What follows belongs to an exercise in optimizing a design on an open flow for small area; a production flow would make more cautious choices.
RTL that was checked went through simulation tests only; none was proved equivalent to the original.
No activity file was given, so power comes from the tool's default toggle rates.

==> inputs of trial 59 <==
==> flow/design.v <==
module ALUControl(operation, ALUOp, ff);
	input [1:0] ALUOp;
	input [5:0] ff;
	output [2:0] operation;
	assign operation[0] = ALUOp[1] & (ff[0] | ff[3]);
	assign operation[1] = ~ALUOp[1] | ~ff[2];
	assign operation[2] = (ALUOp[1] & ff[1]) | ALUOp[0];
endmodule
module ALU32Bit(zero, carryOut, result, a, b, op);
	input [31:0] a, b;
	input [2:0] op;
	output [31:0] result;
	output zero, carryOut;
	wire sub = op[2];
	wire [31:0] bx = b ^ {32{sub}};
	wire [31:0] g = a & bx;
	wire [31:0] p = a ^ bx;
	wire G0_0 = g[0] | (p[0] & sub);
	wire G1_1 = g[1] | (p[1] & G0_0);
	wire G1_3 = g[3] | (p[3] & g[2]);
	wire P1_3 = p[3] & p[2];
	wire G1_5 = g[5] | (p[5] & g[4]);
	wire P1_5 = p[5] & p[4];
	wire G1_7 = g[7] | (p[7] & g[6]);
	wire P1_7 = p[7] & p[6];
	wire G1_9 = g[9] | (p[9] & g[8]);
	wire P1_9 = p[9] & p[8];
	wire G1_11 = g[11] | (p[11] & g[10]);
	wire P1_11 = p[11] & p[10];
	wire G1_13 = g[13] | (p[13] & g[12]);
	wire P1_13 = p[13] & p[12];
	wire G1_15 = g[15] | (p[15] & g[14]);
	wire P1_15 = p[15] & p[14];
	wire G1_17 = g[17] | (p[17] & g[16]);
	wire P1_17 = p[17] & p[16];
	wire G1_19 = g[19] | (p[19] & g[18]);
	wire P1_19 = p[19] & p[18];
	wire G1_21 = g[21] | (p[21] & g[20]);
	wire P1_21 = p[21] & p[20];
	wire G1_23 = g[23] | (p[23] & g[22]);
	wire P1_23 = p[23] & p[22];
	wire G1_25 = g[25] | (p[25] & g[24]);
	wire P1_25 = p[25] & p[24];
	wire G1_27 = g[27] | (p[27] & g[26]);
	wire P1_27 = p[27] & p[26];
	wire G1_29 = g[29] | (p[29] & g[28]);
	wire P1_29 = p[29] & p[28];
	wire G1_31 = g[31] | (p[31] & g[30]);
	wire P1_31 = p[31] & p[30];
	wire G2_3 = G1_3 | (P1_3 & G1_1);
	wire G2_7 = G1_7 | (P1_7 & G1_5);
	wire P2_7 = P1_7 & P1_5;
	wire G2_11 = G1_11 | (P1_11 & G1_9);
	wire P2_11 = P1_11 & P1_9;
	wire G2_15 = G1_15 | (P1_15 & G1_13);
	wire P2_15 = P1_15 & P1_13;
	wire G2_19 = G1_19 | (P1_19 & G1_17);
	wire P2_19 = P1_19 & P1_17;
	wire G2_23 = G1_23 | (P1_23 & G1_21);
	wire P2_23 = P1_23 & P1_21;
	wire G2_27 = G1_27 | (P1_27 & G1_25);
	wire P2_27 = P1_27 & P1_25;
	wire G2_31 = G1_31 | (P1_31 & G1_29);
	wire P2_31 = P1_31 & P1_29;
	wire G3_7 = G2_7 | (P2_7 & G2_3);
	wire G3_15 = G2_15 | (P2_15 & G2_11);
	wire P3_15 = P2_15 & P2_11;
	wire G3_23 = G2_23 | (P2_23 & G2_19);
	wire P3_23 = P2_23 & P2_19;
	wire G3_31 = G2_31 | (P2_31 & G2_27);
	wire P3_31 = P2_31 & P2_27;
	wire G4_15 = G3_15 | (P3_15 & G3_7);
	wire G4_31 = G3_31 | (P3_31 & G3_23);
	wire P4_31 = P3_31 & P3_23;
	wire G5_31 = G4_31 | (P4_31 & G4_15);
	wire G6_23 = G3_23 | (P3_23 & G4_15);
	wire G7_11 = G2_11 | (P2_11 & G3_7);
	wire G7_19 = G2_19 | (P2_19 & G4_15);
	wire G7_27 = G2_27 | (P2_27 & G6_23);
	wire G8_5 = G1_5 | (P1_5 & G2_3);
	wire G8_9 = G1_9 | (P1_9 & G3_7);
	wire G8_13 = G1_13 | (P1_13 & G7_11);
	wire G8_17 = G1_17 | (P1_17 & G4_15);
	wire G8_21 = G1_21 | (P1_21 & G7_19);
	wire G8_25 = G1_25 | (P1_25 & G6_23);
	wire G8_29 = G1_29 | (P1_29 & G7_27);
	wire G9_2 = g[2] | (p[2] & G1_1);
	wire G9_4 = g[4] | (p[4] & G2_3);
	wire G9_6 = g[6] | (p[6] & G8_5);
	wire G9_8 = g[8] | (p[8] & G3_7);
	wire G9_10 = g[10] | (p[10] & G8_9);
	wire G9_12 = g[12] | (p[12] & G7_11);
	wire G9_14 = g[14] | (p[14] & G8_13);
	wire G9_16 = g[16] | (p[16] & G4_15);
	wire G9_18 = g[18] | (p[18] & G8_17);
	wire G9_20 = g[20] | (p[20] & G7_19);
	wire G9_22 = g[22] | (p[22] & G8_21);
	wire G9_24 = g[24] | (p[24] & G6_23);
	wire G9_26 = g[26] | (p[26] & G8_25);
	wire G9_28 = g[28] | (p[28] & G7_27);
	wire G9_30 = g[30] | (p[30] & G8_29);
	wire [32:0] c;
	assign c[0] = sub;
	assign c[1] = G0_0;
	assign c[2] = G1_1;
	assign c[3] = G9_2;
	assign c[4] = G2_3;
	assign c[5] = G9_4;
	assign c[6] = G8_5;
	assign c[7] = G9_6;
	assign c[8] = G3_7;
	assign c[9] = G9_8;
	assign c[10] = G8_9;
	assign c[11] = G9_10;
	assign c[12] = G7_11;
	assign c[13] = G9_12;
	assign c[14] = G8_13;
	assign c[15] = G9_14;
	assign c[16] = G4_15;
	assign c[17] = G9_16;
	assign c[18] = G8_17;
	assign c[19] = G9_18;
	assign c[20] = G7_19;
	assign c[21] = G9_20;
	assign c[22] = G8_21;
	assign c[23] = G9_22;
	assign c[24] = G6_23;
	assign c[25] = G9_24;
	assign c[26] = G8_25;
	assign c[27] = G9_26;
	assign c[28] = G7_27;
	assign c[29] = G9_28;
	assign c[30] = G8_29;
	assign c[31] = G9_30;
	assign c[32] = G5_31;
	wire [31:0] s = p ^ c[31:0];
	wire cout = c[32];
	wire logic_op = ~op[1] & ~op[2];
	wire arith = op[1] & ~op[0];
	wire slt = op[2] & op[1] & op[0];
	assign result = ({32{logic_op}} & (g | ({32{op[0]}} & p)))
		| ({32{arith}} & s)
		| {31'b0, slt & ~cout};
	assign carryOut = arith & (cout ^ sub);
	assign zero = ~|result;
endmodule
module ALUUnit(clock, ALUOp, funct, a, b, result, zero, carryOut);
	input clock;
	input [1:0] ALUOp;
	input [5:0] funct;
	input [31:0] a, b;
	output reg [31:0] result;
	output zero;
	output reg carryOut;
	wire [2:0] operation;
	wire [31:0] aluResult;
	wire aluZero, aluCarry;
	reg [31:0] resultQ;
	reg carryQ;
	ALUControl ctl(operation, ALUOp, funct);
	ALU32Bit alu(aluZero, aluCarry, aluResult, a, b, operation);
	always @(posedge clock)
	begin
		resultQ <= aluResult;
		if (operation == 3'd2 || operation == 3'd6)
			carryQ <= aluCarry;
		result <= resultQ;
		carryOut <= carryQ;
	end
	assign zero = ~|result;
endmodule
==> flow/run.sh <==
#!/bin/bash
# synth_recipe.tcl (not shown) runs the flow's synth.tcl, then flattens the netlist and writes it again
# the make line also repeats each setting of config.mk as NAME=value (left out here)
make -C /OpenROAD-flow-scripts/flow DESIGN_CONFIG=/design/flow/config.mk WORK_HOME=/design/flow/orfs CLKGATE_MAP_FILE= SYNTH_SCRIPT=/design/flow/synth_recipe.tcl finish
==> flow/config.mk <==
export PLATFORM = sky130hd
export DESIGN_NAME = ALUUnit
export DESIGN_NICKNAME = ALUUnit
export VERILOG_FILES = /design/flow/design.v
export SDC_FILE = /design/flow/constraint.sdc
export NUM_CORES = 4
export LEC_CHECK = 0
export CAP_MARGIN = 20
export CORE_MARGIN = 2
export CORE_UTILIZATION = 40
export SLEW_MARGIN = 20
==> flow/constraint.sdc <==
create_clock -name core_clock -period 5.0 [get_ports {clock}]
set_input_delay 1.0000 -clock core_clock [delete_from_list [all_inputs] [get_ports {clock}]]
set_output_delay 1.0000 -clock core_clock [all_outputs]
set_load 0.01 [all_outputs]
==> build 91 (differences from trial 59) <==
==> flow/flow/run.sh (new file) <==
#!/bin/bash
# Standard ORFS layout with three changes: the combinational logic of the
# standard synthesis is re-mapped by ABC for area (registers untouched),
# the port buffers use the smallest buffer, and CTS builds its tree from
# clkbuf_4 without dummy loads.
set -euo pipefail
export BUFFER_PORTS_ARGS="-buffer_cell sky130_fd_sc_hd__buf_1"
export CTS_ARGS="-sink_clustering_enable -repair_clock_nets -dont_use_dummy_load -buf_list sky130_fd_sc_hd__clkbuf_4"
R=orfs/results/${FLOW_PLATFORM}/ALUUnit/base
bash standard.sh synth > standard_synth.log 2>&1
cp $R/1_2_yosys.v $R/1_2_yosys_std.v
LIB=$FLOW_HOME/platforms/sky130hd/lib/sky130_fd_sc_hd__tt_025C_1v80.lib
DU=""
for c in $(grep -oE "cell *\( *\"?sky130_fd_sc_hd__(lpflow|probe)[a-z0-9_]*" $LIB | grep -oE "sky130_fd_sc_hd__\w+"); do DU="$DU -dont_use $c"; done
YOSYS=${YOSYS_EXE:-yosys}
$YOSYS -p "read_liberty -ignore_miss_func $LIB; \
  setattr -mod -set blackbox 1 sky130_fd_sc_hd__dfxtp_1 sky130_fd_sc_hd__edfxtp_1 sky130_fd_sc_hd__ha_1 sky130_fd_sc_hd__fa_1 sky130_fd_sc_hd__conb_1; \
  read_verilog $R/1_2_yosys_std.v; hierarchy -top $FLOW_TOP; flatten; opt -purge; \
  abc -liberty $LIB -script $PWD/flow/remap.abc $DU; \
  opt_clean -purge; rename -hide w:*.*; stat -liberty $LIB; \
  write_verilog -noattr -nohex -nodec $R/1_2_yosys.v" > remap.log 2>&1
rm -f $R/1_synth.odb $R/1_synth.sdc
bash standard.sh finish > standard_finish.log 2>&1
==> flow/flow/remap.abc (new file) <==
&get -n
&st
&syn2
&dch -f
&nf -R 30 -p
&put
==> flow/standard.sh (new file) <==
#!/bin/bash
# synth_recipe.tcl (not shown) runs the flow's synth.tcl, then flattens the netlist and writes it again
# the make line also repeats each setting of config.mk as NAME=value (left out here)
make -C /OpenROAD-flow-scripts/flow DESIGN_CONFIG=/design/flow/config.mk WORK_HOME=/design/flow/orfs CLKGATE_MAP_FILE= SYNTH_SCRIPT=/design/flow/synth_recipe.tcl "${@:-finish}"
removed: flow/run.sh
==> build 54 (differences from trial 59) <==
==> flow/design.v (replaced) <==
module ALUControl(operation, ALUOp, ff);
	input [1:0] ALUOp;
	input [5:0] ff;
	output [2:0] operation;
	assign operation[0] = ALUOp[1] & (ff[0] | ff[3]);
	assign operation[1] = ~ALUOp[1] | ~ff[2];
	assign operation[2] = (ALUOp[1] & ff[1]) | ALUOp[0];
endmodule
module ALU32Bit(zero, carryOut, result, a, b, op);
	input [31:0] a, b;
	input [2:0] op;
	output [31:0] result;
	output zero, carryOut;
	wire sub = op[2];
	wire [31:0] bx = b ^ {32{sub}};
	wire [31:0] g = a & bx;
	wire [31:0] p = a ^ bx;
	wire G0_0 = g[0] | (p[0] & sub);
	wire G1_1 = g[1] | (p[1] & G0_0);
	wire G2_2 = g[2] | (p[2] & G1_1);
	wire G3_3 = g[3] | (p[3] & G2_2);
	wire G4_4 = g[4] | (p[4] & G3_3);
	wire G5_5 = g[5] | (p[5] & G4_4);
	wire G6_6 = g[6] | (p[6] & G5_5);
	wire G7_7 = g[7] | (p[7] & G6_6);
	wire G8_8 = g[8] | (p[8] & G7_7);
	wire G9_9 = g[9] | (p[9] & G8_8);
	wire G10_10 = g[10] | (p[10] & G9_9);
	wire G11_11 = g[11] | (p[11] & G10_10);
	wire G12_12 = g[12] | (p[12] & G11_11);
	wire G13_13 = g[13] | (p[13] & G12_12);
	wire G14_14 = g[14] | (p[14] & G13_13);
	wire G15_15 = g[15] | (p[15] & G14_14);
	wire G16_16 = g[16] | (p[16] & G15_15);
	wire G17_17 = g[17] | (p[17] & G16_16);
	wire G18_18 = g[18] | (p[18] & G17_17);
	wire G19_19 = g[19] | (p[19] & G18_18);
	wire G20_20 = g[20] | (p[20] & G19_19);
	wire G21_21 = g[21] | (p[21] & G20_20);
	wire G22_22 = g[22] | (p[22] & G21_21);
	wire G23_23 = g[23] | (p[23] & G22_22);
	wire G24_24 = g[24] | (p[24] & G23_23);
	wire G25_25 = g[25] | (p[25] & G24_24);
	wire G26_26 = g[26] | (p[26] & G25_25);
	wire G27_27 = g[27] | (p[27] & G26_26);
	wire G28_28 = g[28] | (p[28] & G27_27);
	wire G29_29 = g[29] | (p[29] & G28_28);
	wire G30_30 = g[30] | (p[30] & G29_29);
	wire G31_31 = g[31] | (p[31] & G30_30);
	wire [32:0] c;
	assign c[0] = sub;
	assign c[1] = G0_0;
	assign c[2] = G1_1;
	assign c[3] = G2_2;
	assign c[4] = G3_3;
	assign c[5] = G4_4;
	assign c[6] = G5_5;
	assign c[7] = G6_6;
	assign c[8] = G7_7;
	assign c[9] = G8_8;
	assign c[10] = G9_9;
	assign c[11] = G10_10;
	assign c[12] = G11_11;
	assign c[13] = G12_12;
	assign c[14] = G13_13;
	assign c[15] = G14_14;
	assign c[16] = G15_15;
	assign c[17] = G16_16;
	assign c[18] = G17_17;
	assign c[19] = G18_18;
	assign c[20] = G19_19;
	assign c[21] = G20_20;
	assign c[22] = G21_21;
	assign c[23] = G22_22;
	assign c[24] = G23_23;
	assign c[25] = G24_24;
	assign c[26] = G25_25;
	assign c[27] = G26_26;
	assign c[28] = G27_27;
	assign c[29] = G28_28;
	assign c[30] = G29_29;
	assign c[31] = G30_30;
	assign c[32] = G31_31;
	wire [31:0] s = p ^ c[31:0];
	wire cout = c[32];
	wire logic_op = ~op[1] & ~op[2];
	wire arith = op[1] & ~op[0];
	wire slt = op[2] & op[1] & op[0];
	assign result = ({32{logic_op}} & (g | ({32{op[0]}} & p)))
		| ({32{arith}} & s)
		| {31'b0, slt & ~cout};
	assign carryOut = arith & (cout ^ sub);
	assign zero = ~|result;
endmodule
module ALUUnit(clock, ALUOp, funct, a, b, result, zero, carryOut);
	input clock;
	input [1:0] ALUOp;
	input [5:0] funct;
	input [31:0] a, b;
	output reg [31:0] result;
	output zero;
	output reg carryOut;
	wire [2:0] operation;
	wire [31:0] aluResult;
	wire aluZero, aluCarry;
	reg [31:0] resultQ;
	reg carryQ;
	ALUControl ctl(operation, ALUOp, funct);
	ALU32Bit alu(aluZero, aluCarry, aluResult, a, b, operation);
	always @(posedge clock)
	begin
		resultQ <= aluResult;
		if (operation == 3'd2 || operation == 3'd6)
			carryQ <= aluCarry;
		result <= resultQ;
		carryOut <= carryQ;
	end
	assign zero = ~|result;
endmodule
==> comparison table <==
Required time at the endpoint of the critical path: trial 59 5.23 ns; build 91 5.30 ns; build 54 5.12 ns
Setup slack after layout: trial 59 0.465 ns; build 91 0.629 ns; build 54 -8.29 ns
Post-Route M1 WL: trial 59 4.36 mm; build 91 3.97 mm; build 54 3.51 mm
Sequential portion of the cell area: trial 59 26.5%; build 91 32.3%; build 54 26.2%
Final setup violation count: trial 59 0; build 91 0; build 54 24
Sequential fraction of design power: trial 59 39.4%; build 91 49.1%; build 54 38.9%
Buffers plus inverters on the worst setup path: trial 59 1; build 91 3; build 54 1
Post-synthesis adder-cell area fraction: trial 59 19.9%; build 91 -; build 54 30.5%
Hold endpoint: trial 59 result[28]$_DFF_P_; build 91 result[29]$_DFF_P_; build 54 result[11]$_DFF_P_
Post-layout power: trial 59 1740 µW; build 91 1400 µW; build 54 1800 µW
Run status: trial 59 finished clean; build 91 finished clean; build 54 failed layout checks
Layout check failures: trial 59 -; build 91 -; build 54 setup timing
R2R Setup Slk: trial 59 4.48 ns; build 91 4.49 ns; build 54 4.52 ns
Met1 track utilization from global routing: trial 59 26.9%; build 91 25.8%; build 54 23.2%
Combinational cell power: trial 59 607 µW; build 91 471 µW; build 54 566 µW
Cell area after placement: trial 59 4820 µm²; build 91 4060 µm²; build 54 4820 µm²
Function not checked in build 54: the RTL went through the layout flow alone.

re-timing with driven ports:
How much do the figures lean on ideal ports? The routed layouts below were timed once more, with nothing changed but the port constraints.
Step 1 assumes that a clkbuf_16 drives the clock port and a buf_2 every other input.
Step 2 times the ports against the registers' clock, not the clock port: input delays grow and output delays shrink by t, the midpoint of the rising clock arrivals with the driver on.
Slacks: no drivers / after step 1 / after step 2; pairs: no drivers / after step 1.
| run | t, ns | setup slack, ns | worst hold slack (ns) | worst register clock-pin slew, ns | worst data-port slew with drivers (ns) |
|---|---|---|---|---|---|
| trial 59 | 0.371 | 0.465 / 0.476 / 0.105 | 0.318 / 0.318 / 0.318 | 0.08 / 0.08 | 0.06 |
| build 91 | 0.392 | 0.629 / 0.633 / 0.241 | 0.323 / 0.323 / 0.323 | 0.10 / 0.10 | 0.04 |
| build 54 | 0.371 | -8.286 / -8.287 / -8.658 | 0.327 / 0.327 / 0.327 | 0.09 / 0.09 | 0.04 |
For build 91, which loses most, drivers alone change the setup slack by +0.004 ns; drivers and shift together by -0.388 ns.
